Context: an optimization exercise on an open-source flow, tuned for small area. The choices shown serve that exercise and are no tape-out recipe. Function was checked by simulation only, so behaviour that the tests miss may differ from the original. The flow treats the clock pin as an ideal source, which a real chip does not have. Power and IR drop assume default switching activity.

Setup of ember:
## top
module top(
    input          clk     ,
    input          rst_n   ,
    output         trig    ,
    input          echo    ,
    output [3:0]   sel     ,
    output [7:0]   seg     ,
    output [2:0]   led     ,
    input          key     ,
    output [3:0]   sel_1   ,
    output [7:0]   seg_1
    );
Size: ~32 I/O pins, ~8500 sq um of cells after synthesis.
==> flow/config.mk <==
export PLATFORM = sky130hd
export DESIGN_NAME = top
export DESIGN_NICKNAME = top
export VERILOG_FILES = /design/flow/design.v
export SDC_FILE = /design/flow/constraint.sdc
export NUM_CORES = 8
export LEC_CHECK = 0
export CAP_MARGIN = 20
export CORE_MARGIN = 2
export CORE_UTILIZATION = 70
export SLEW_MARGIN = 20
==> flow/constraint.sdc <==
create_clock -name core_clock -period 120.0 [get_ports {clk}]
set_input_delay 24.0000 -clock core_clock [delete_from_list [all_inputs] [get_ports {clk}]]
set_output_delay 24.0000 -clock core_clock [all_outputs]
set_load 0.01 [all_outputs]
standard.sh (not shown) runs the stock make flow with config.mk's settings and CLKGATE_MAP_FILE= SYNTH_SCRIPT=/design/flow/synth_recipe.tcl, a recipe that flattens the netlist after the stock synthesis.
==> flow/flow/run.sh <==
#!/bin/bash
set -euo pipefail
W=$PWD
F=$W/flow
R=$W/orfs/results/$FLOW_PLATFORM/top/base
RB=results/$FLOW_PLATFORM/top/base
NS=16

bash standard.sh synth > std_synth.log 2>&1
cp $R/1_2_yosys.v std_1_2_yosys.v

# 2. own synthesis
export MYCTS_TCL=$F/mycts.tcl
EXTRA="CTS_ARGS='-clk_nets clk' PRE_CTS_TCL=$F/mycts_hook.tcl"
EXTRA="$EXTRA BUFFER_PORTS_ARGS='-buffer_cell sky130_fd_sc_hd__buf_1'"
sed "s#SYNTH_SCRIPT=[^ ]*#SYNTH_SCRIPT=$F/my_synth.tcl ADDER_MAP_FILE= SYNTH_OPERATIONS_ARGS=-noshare $EXTRA#" standard.sh > my_standard.sh
bash $F/mksynth.sh $W/synth_mod.tcl
export MY_SYNTH_TCL=$W/synth_mod.tcl
# two batches of 8: one ABC round (area.abc), then two rounds (area2.abc)
for b in 0 1; do
    for j in $(seq 1 8); do
        i=$((b * 8 + j))
        scr=$F/area.abc
        [[ $b == 1 ]] && scr=$F/area2.abc
        sed "s/-S 1\b/-S $j/" $scr > $W/area_$i.abc
        sed "s#WORK_HOME=[^ ]*#WORK_HOME=$W/try$i#" my_standard.sh > try_$i.sh
        (MY_ABC_SCRIPT=$W/area_$i.abc bash try_$i.sh synth > try_$i.log 2>&1 || true) &
    done
    wait
done
best=""
bestarea=""
: > flops_check.log
for i in $(seq 1 $NS); do
    f=$W/try$i/$RB/1_2_yosys.v
    st=$W/try$i/reports/$FLOW_PLATFORM/top/base/synth_stat.txt
    [[ -f $f && -f $st ]] || continue
    python3 $F/flops.py std_1_2_yosys.v $f >> flops_check.log 2>&1 || continue
    a=$(grep "Chip area" $st | awk '{print $NF}')
    echo "try $i: area $a" >> flops_check.log
    if [[ -z $best ]] || python3 -c "import sys; sys.exit(0 if $a < $bestarea else 1)"; then
        best=$i
        bestarea=$a
    fi
done
if [[ -n $best ]]; then
    cp $W/try$best/$RB/1_2_yosys.v $R/1_2_yosys.v
    echo "own synthesis used: try $best, area $bestarea" >> flops_check.log
else
    cp std_1_2_yosys.v $R/1_2_yosys.v
    echo "standard synthesis used" >> flops_check.log
fi
rm -f $R/1_synth.odb $R/1_synth.sdc
touch $R/1_2_yosys.v
bash standard.sh synth > odb_synth.log 2>&1

# 3. the rest of the flow; the layout's repairs may not use buffers above buf_2
export DONT_USE_CELLS="sky130_fd_sc_hd__buf_4 sky130_fd_sc_hd__buf_6 sky130_fd_sc_hd__buf_8 sky130_fd_sc_hd__buf_12 sky130_fd_sc_hd__buf_16"
bash my_standard.sh > my_flow.log 2>&1
Other scripts of this flow, unchanged in this note and not shown: flow/flow/area.abc, flow/flow/area2.abc, flow/flow/flops.py, flow/flow/mksynth.sh, flow/flow/my_synth.tcl, flow/flow/mycts.tcl, flow/flow/mycts_hook.tcl
Every stage of the flow completed for ember, and the final layout passed the timing, design-rule and antenna checks.
Changes in cedar relative to ember:
- CORE_UTILIZATION now 40, was 70
--- a/flow/flow/run.sh
+++ b/flow/flow/run.sh
@@ -56,4 +56,3 @@
 
-# 3. the rest of the flow; the layout's repairs may not use buffers above buf_2
-export DONT_USE_CELLS="sky130_fd_sc_hd__buf_4 sky130_fd_sc_hd__buf_6 sky130_fd_sc_hd__buf_8 sky130_fd_sc_hd__buf_12 sky130_fd_sc_hd__buf_16"
+# 3. the rest of the flow
 bash my_standard.sh > my_flow.log 2>&1
==> comparison <==
- [cedar] shortest period the worst path allows rose 0.57 ns relative to ember
- Against ember, post-route standard cell area excluding fillers in cedar rose slightly.
- Re post-layout worst setup margin: cedar and ember aren't equal, and the lower value belongs to cedar.
- ember reached the end of the flow, and the finished layout is clean on the timing, design-rule and antenna checks.
- cedar: no failed stages, no open violations at the end
- Diff ember..cedar | critical path depth | negligible

top again, from the RTL that the note above started with.
export LEC_CHECK = 0
export CAP_MARGIN = 20
export CORE_MARGIN = 2
export CORE_UTILIZATION = 75
export SLEW_MARGIN = 20
create_clock -name core_clock -period 120.0 [get_ports {clk}]
==> flow/flow/run.sh <==
#!/bin/bash
set -euo pipefail
W=$PWD
F=$W/flow
R=$W/orfs/results/$FLOW_PLATFORM/top/base
RB=results/$FLOW_PLATFORM/top/base
NS=16

bash standard.sh synth > std_synth.log 2>&1
cp $R/1_2_yosys.v std_1_2_yosys.v

# 2. own synthesis
export MYCTS_TCL=$F/mycts.tcl
EXTRA="CTS_ARGS='-clk_nets clk' PRE_CTS_TCL=$F/mycts_hook.tcl"
EXTRA="$EXTRA BUFFER_PORTS_ARGS='-buffer_cell sky130_fd_sc_hd__buf_1'"
sed "s#SYNTH_SCRIPT=[^ ]*#SYNTH_SCRIPT=$F/my_synth.tcl ADDER_MAP_FILE= SYNTH_OPERATIONS_ARGS=-noshare $EXTRA#" standard.sh > my_standard.sh
bash $F/mksynth.sh $W/synth_mod.tcl
export MY_SYNTH_TCL=$W/synth_mod.tcl
# two batches of 8: one ABC round (area.abc), then two rounds (area2.abc)
for b in 0 1; do
    for j in $(seq 1 8); do
        i=$((b * 8 + j))
        scr=$F/area.abc
        [[ $b == 1 ]] && scr=$F/area2.abc
        sed "s/-S 1\b/-S $j/" $scr > $W/area_$i.abc
        sed "s#WORK_HOME=[^ ]*#WORK_HOME=$W/try$i#" my_standard.sh > try_$i.sh
        (MY_ABC_SCRIPT=$W/area_$i.abc bash try_$i.sh synth > try_$i.log 2>&1 || true) &
    done
    wait
done
best=""
bestarea=""
: > flops_check.log
for i in $(seq 1 $NS); do
    f=$W/try$i/$RB/1_2_yosys.v
    st=$W/try$i/reports/$FLOW_PLATFORM/top/base/synth_stat.txt
    [[ -f $f && -f $st ]] || continue
    python3 $F/flops.py std_1_2_yosys.v $f >> flops_check.log 2>&1 || continue
    a=$(grep "Chip area" $st | awk '{print $NF}')
    echo "try $i: area $a" >> flops_check.log
    if [[ -z $best ]] || python3 -c "import sys; sys.exit(0 if $a < $bestarea else 1)"; then
        best=$i
        bestarea=$a
    fi
done
if [[ -n $best ]]; then
    cp $W/try$best/$RB/1_2_yosys.v $R/1_2_yosys.v
    echo "own synthesis used: try $best, area $bestarea" >> flops_check.log
else
    cp std_1_2_yosys.v $R/1_2_yosys.v
    echo "standard synthesis used" >> flops_check.log
fi
rm -f $R/1_synth.odb $R/1_synth.sdc
touch $R/1_2_yosys.v
bash standard.sh synth > odb_synth.log 2>&1

# 3. the rest of the flow
bash my_standard.sh > my_flow.log 2>&1
Other scripts of this flow, unchanged in this note and not shown: flow/flow/area.abc, flow/flow/area2.abc, flow/flow/flops.py, flow/flow/mksynth.sh, flow/flow/my_synth.tcl, flow/flow/mycts.tcl, flow/flow/mycts_hook.tcl
Change:
Settings changed: CORE_UTILIZATION 75 to 60.
Total power hardly moves. Register-to-register slack is better by 0.63 ns. Synthesized area stays the same.
Change:
--- a/flow/flow/run.sh
+++ b/flow/flow/run.sh
@@ -56,3 +56,6 @@
 
-# 3. the rest of the flow
-bash my_standard.sh > my_flow.log 2>&1
+# 3. the rest of the flow; the layout's repairs may not use buffers above buf_2
+DU=$(make -C $FLOW_HOME DESIGN_CONFIG=$FLOW_CONFIG WORK_HOME=$W/orfs print-DONT_USE_CELLS 2>/dev/null | sed -n 's/^DONT_USE_CELLS: //p')
+DU="$DU sky130_fd_sc_hd__buf_4 sky130_fd_sc_hd__buf_6 sky130_fd_sc_hd__buf_8 sky130_fd_sc_hd__buf_12 sky130_fd_sc_hd__buf_16"
+sed "s#CTS_ARGS=#DONT_USE_CELLS='$DU' CTS_ARGS=#" my_standard.sh > my_layout.sh
+bash my_layout.sh > my_flow.log 2>&1
Settings changed: CORE_UTILIZATION 60 to 70.
Setup slack gets worse by 0.10 ns.
Synthesized area is unchanged.
Die area went down by 14%.
Sequential share of layout area went up by 0.25 points.
Power went down by 0.85%.
Combinational power hardly moves.
Final cell count went down by 2.0%.
Routed wire length went down by 3.7%.
Global-route usage went up by 2.8 points.
Clock skew went up by 0.060 ns.
Critical path depth stays the same.
Change:
--- a/flow/flow/run.sh
+++ b/flow/flow/run.sh
@@ -6,3 +6,3 @@
 RB=results/$FLOW_PLATFORM/top/base
-NS=16
+NS=24
 
@@ -18,4 +18,5 @@
 export MY_SYNTH_TCL=$W/synth_mod.tcl
-# two batches of 8: one ABC round (area.abc), then two rounds (area2.abc)
-for b in 0 1; do
+# three batches of 8: one ABC round (area.abc), two rounds (area2.abc), and
+# one round after a dc2 pass (area3.abc)
+for b in 0 1 2; do
     for j in $(seq 1 8); do
@@ -24,2 +25,3 @@
         [[ $b == 1 ]] && scr=$F/area2.abc
+        [[ $b == 2 ]] && scr=$F/area3.abc
         sed "s/-S 1\b/-S $j/" $scr > $W/area_$i.abc
@@ -56,6 +58,3 @@
 
-# 3. the rest of the flow; the layout's repairs may not use buffers above buf_2
-DU=$(make -C $FLOW_HOME DESIGN_CONFIG=$FLOW_CONFIG WORK_HOME=$W/orfs print-DONT_USE_CELLS 2>/dev/null | sed -n 's/^DONT_USE_CELLS: //p')
-DU="$DU sky130_fd_sc_hd__buf_4 sky130_fd_sc_hd__buf_6 sky130_fd_sc_hd__buf_8 sky130_fd_sc_hd__buf_12 sky130_fd_sc_hd__buf_16"
-sed "s#CTS_ARGS=#DONT_USE_CELLS='$DU' CTS_ARGS=#" my_standard.sh > my_layout.sh
-bash my_layout.sh > my_flow.log 2>&1
+# 3. the rest of the flow
+bash my_standard.sh > my_flow.log 2>&1
==> flow/flow/area3.abc (new file) <==
strash
dc2
&get -n
&deepsyn -T 60 -S 1
&put
dch -f
amap
topo
What happened: The changed run finished with timing, DRC and antenna clean. Worst setup slack improves by 0.54 ns. Worst hold slack is worse by 0.0046 ns. Power came out lower by a few percent. Final area decreases slightly. Area after synthesis barely changes. Die area stays flat. Wire length went down slightly. Flip-flop and latch count stays the same. Global-route usage came out higher by 0.26 points. Fmax grows slightly. Register-to-register slack is better by 1.2 ns.

-- static timing again, ports no longer ideal --
The results above use ideal ports. As a check the final layouts listed here were re-extracted and re-timed, cells and wires unchanged.
Step 1: set_driving_cell puts a clkbuf_16 on clk and a buf_2 on each other input, an assumption about the parent block.
Step 2 times the ports against the registers' clock, not the clock port: input delays grow and output delays shrink by t, the midpoint of the rising clock arrivals with the driver on.
a / b / c = no drivers / after step 1 / after step 2; a / b = the first two.
run	t, ns	slack for setup (ns)	worst setup path after step 2	worst slew at a driven data input, ns	pins driven straight from the clock port
ember	0.561	83.074 / 83.042 / 83.604	register to output	0.04	1
cedar	0.670	82.500 / 82.465 / 83.135	register to output	0.03	1
the first run of note 2	0.613	82.855 / 82.819 / 83.432	register to output	0.05	1
the second run of note 2	0.583	82.643 / 82.610 / 83.193	register to output	0.04	1
the third run of note 2	0.604	82.541 / 82.510 / 83.114	register to output	0.04	1
the fourth run of note 2	0.611	83.082 / 83.047 / 83.659	register to output	0.03	1
After both steps every run listed still meets setup and hold.
